What follows belongs to an exercise in optimizing a design on an open flow for small area, a short achievable clock period and few clock cycles per item; a production flow would make more cautious choices.
Function was checked by simulation only, so behaviour that the tests miss may differ from the original.
No activity file was given, so power comes from the tool's default toggle rates.

Design alu_unit, start of the top module:
module alu_unit (
    input             clk,
    input             rst,
    input             in_valid,
    output            in_ready,
    input      [3:0]  op,
    input      [31:0] a,
    input      [31:0] b,
    output            out_valid,
    output     [63:0] result
);
    localparam OP_AND = 4'd0, OP_OR = 4'd1, OP_ADD = 4'd2, OP_SUB = 4'd3,
               OP_NEG = 4'd4, OP_NOT = 4'd5, OP_SHL = 4'd6, OP_SHR = 4'd7,
               OP_ROL = 4'd8, OP_ROR = 4'd9, OP_MUL = 4'd10, OP_DIV = 4'd11;
    reg [31:0] ra, rb;
    reg [63:0] rr;
    reg [5:0]  cnt;
    reg        rdy, rdy_o, ov;
    reg        bprev, sgn_a, sgn_q;
    reg s_first, s_mul, s_dalign, s_diter, s_dfixr, s_dfixq;
    reg f_and, f_or, f_not, f_add, f_subneg, f_shl, f_shr, f_rot, f_rneg,
        f_mul, f_div;
    reg xs_acc, xs_rp, xs_a, xs_lo, xinv, xsgn_a, mm_mul, mm_p1, mm_m1,
        m_signed, m_first, xs_one;
    assign in_ready  = rdy_o;
    assign out_valid = ov;
    assign result    = rr;
    wire accept = in_valid & rdy;
    function [5:0] lzc32;
        input [31:0] x;
        reg [1:0] c2 [0:15]; reg z2 [0:15];
        reg [2:0] c4 [0:7];  reg z4 [0:7];
        reg [3:0] c8 [0:3];  reg z8 [0:3];
        reg [4:0] c16 [0:1]; reg z16 [0:1];
        integer i;
        begin
            for (i = 0; i < 16; i = i + 1) begin
                z2[i] = ~(x[2*i+1] | x[2*i]);
                c2[i] = {1'b0, ~x[2*i+1]};
            end
            for (i = 0; i < 8; i = i + 1) begin
                z4[i] = z2[2*i+1] & z2[2*i];
                c4[i] = z2[2*i+1] ? {1'b1, c2[2*i][0:0]} : {1'b0, c2[2*i+1][0:0]};
            end
            for (i = 0; i < 4; i = i + 1) begin
                z8[i] = z4[2*i+1] & z4[2*i];
                c8[i] = z4[2*i+1] ? {1'b1, c4[2*i][1:0]} : {1'b0, c4[2*i+1][1:0]};
            end
            for (i = 0; i < 2; i = i + 1) begin
                z16[i] = z8[2*i+1] & z8[2*i];
                c16[i] = z8[2*i+1] ? {1'b1, c8[2*i][2:0]} : {1'b0, c8[2*i+1][2:0]};
            end
            lzc32 = (z16[1] & z16[0]) ? 6'd32 :
                    z16[1] ? {2'b01, c16[0][3:0]} : {2'b00, c16[1][3:0]};
        end
    endfunction
    wire inv_a = s_first & ra[31];
  ...
Size in the first run: roughly 2,900 cells after synthesis, roughly 170 flip-flops.
Settings: LEC_CHECK=0, ABC_AREA=1, CAP_MARGIN=10, CORE_MARGIN=2, CORE_UTILIZATION=50, SLEW_MARGIN=10; clock period 85.0 ns.
standard.sh (not shown) runs the stock make flow with config.mk's settings and CLKGATE_MAP_FILE= SYNTH_SCRIPT=/design/flow/synth_recipe.tcl, a recipe that flattens the netlist after the stock synthesis.
==> flow/flow/run.sh <==
#!/bin/bash
# The standard layout (standard synthesis and ORFS steps unchanged) with
# two differences: the port buffers are buf_1 cells instead of the default
# delay buffer, and after the floorplan the flip-flops that drive the result
# port get the next drive strength of the same cell (dfxtp_1 -> dfxtp_2).
set -euo pipefail
export BUFFER_PORTS_ARGS="-buffer_cell sky130_fd_sc_hd__buf_1"
RES=orfs/results/${FLOW_PLATFORM}/alu_unit/base
bash standard.sh synth > synth.log 2>&1
bash standard.sh floorplan > floorplan.log 2>&1
cat > upsize.tcl <<EOS
read_liberty $FLOW_HOME/platforms/$FLOW_PLATFORM/lib/sky130_fd_sc_hd__tt_025C_1v80.lib
read_db $RES/2_floorplan.odb
set n 0
foreach inst [get_cells rr*] {
  set m [get_property \$inst ref_name]
  if {\$m eq "sky130_fd_sc_hd__dfxtp_1"} {
    replace_cell \$inst sky130_fd_sc_hd__dfxtp_2
    incr n
  }
}
puts "upsized \$n result flip-flops"
write_db $RES/2_floorplan.odb
EOS
openroad -no_init -exit upsize.tcl > upsize.log 2>&1
bash standard.sh place > place.log 2>&1
bash standard.sh cts > cts.log 2>&1
bash standard.sh route > route.log 2>&1
bash standard.sh finish > finish.log 2>&1
The starting point ran to the end with no violations.
Testbench counts at the start, summed over its fixed seeds: cycles 40,837, items 24,000.
Change:
--- a/flow/flow/run.sh
+++ b/flow/flow/run.sh
@@ -1,9 +1,9 @@
 #!/bin/bash
 # The standard layout (standard synthesis and ORFS steps unchanged) with
-# two differences: the port buffers are buf_1 cells instead of the default
+# two differences: the port buffers are buf_2 cells instead of the default
 # delay buffer, and after the floorplan the flip-flops that drive the result
 # port get the next drive strength of the same cell (dfxtp_1 -> dfxtp_2).
 set -euo pipefail
-export BUFFER_PORTS_ARGS="-buffer_cell sky130_fd_sc_hd__buf_1"
+export BUFFER_PORTS_ARGS="-buffer_cell sky130_fd_sc_hd__buf_2"
 RES=orfs/results/${FLOW_PLATFORM}/alu_unit/base
 bash standard.sh synth > synth.log 2>&1
CORE_UTILIZATION = 40   (was 50)
- The new run passed the timing, DRC and antenna checks
- power grows by 2.8%
- register-to-register slack improved by 0.83 ns
- worst hold slack is about the same
- combinational power grows by about 4%
- first-iteration DRC count shrinks by 16%
- cell area grows by 1.6%
- count of clock-buffer cells in the layout grows by 2
- global-route usage shrinks by 8.8 points
- wire length grows by 2.5%

==> afterwards: timing with drivers on the ports <==
In the flow no input, the clock included, has a driving cell. The finished layouts below were timed again as built, in two steps.
Step 1 (the two cells are an assumption about what drives the block):
set clk [get_ports {clk}]
set_driving_cell -lib_cell sky130_fd_sc_hd__clkbuf_16 $clk
set_driving_cell -lib_cell sky130_fd_sc_hd__buf_2 [delete_from_list [all_inputs] $clk]
Step 2 also shifts input and output timing later by t, the mid clock arrival at the registers, as if the neighbouring blocks saw the same clock.
a / b / c = no drivers / after step 1 / after step 2; a / b = the first two.
| run | shift t [ns] | setup WS [ns] | clock arrival spread, ns |
|---|---|---|---|
| the first run | 0.560 | 66.836 / 66.779 / 67.037 | 0.020 / 0.020 |
| the second run | 0.555 | 66.777 / 66.724 / 67.032 | 0.023 / 0.024 |
After both steps every run listed still meets setup and hold.
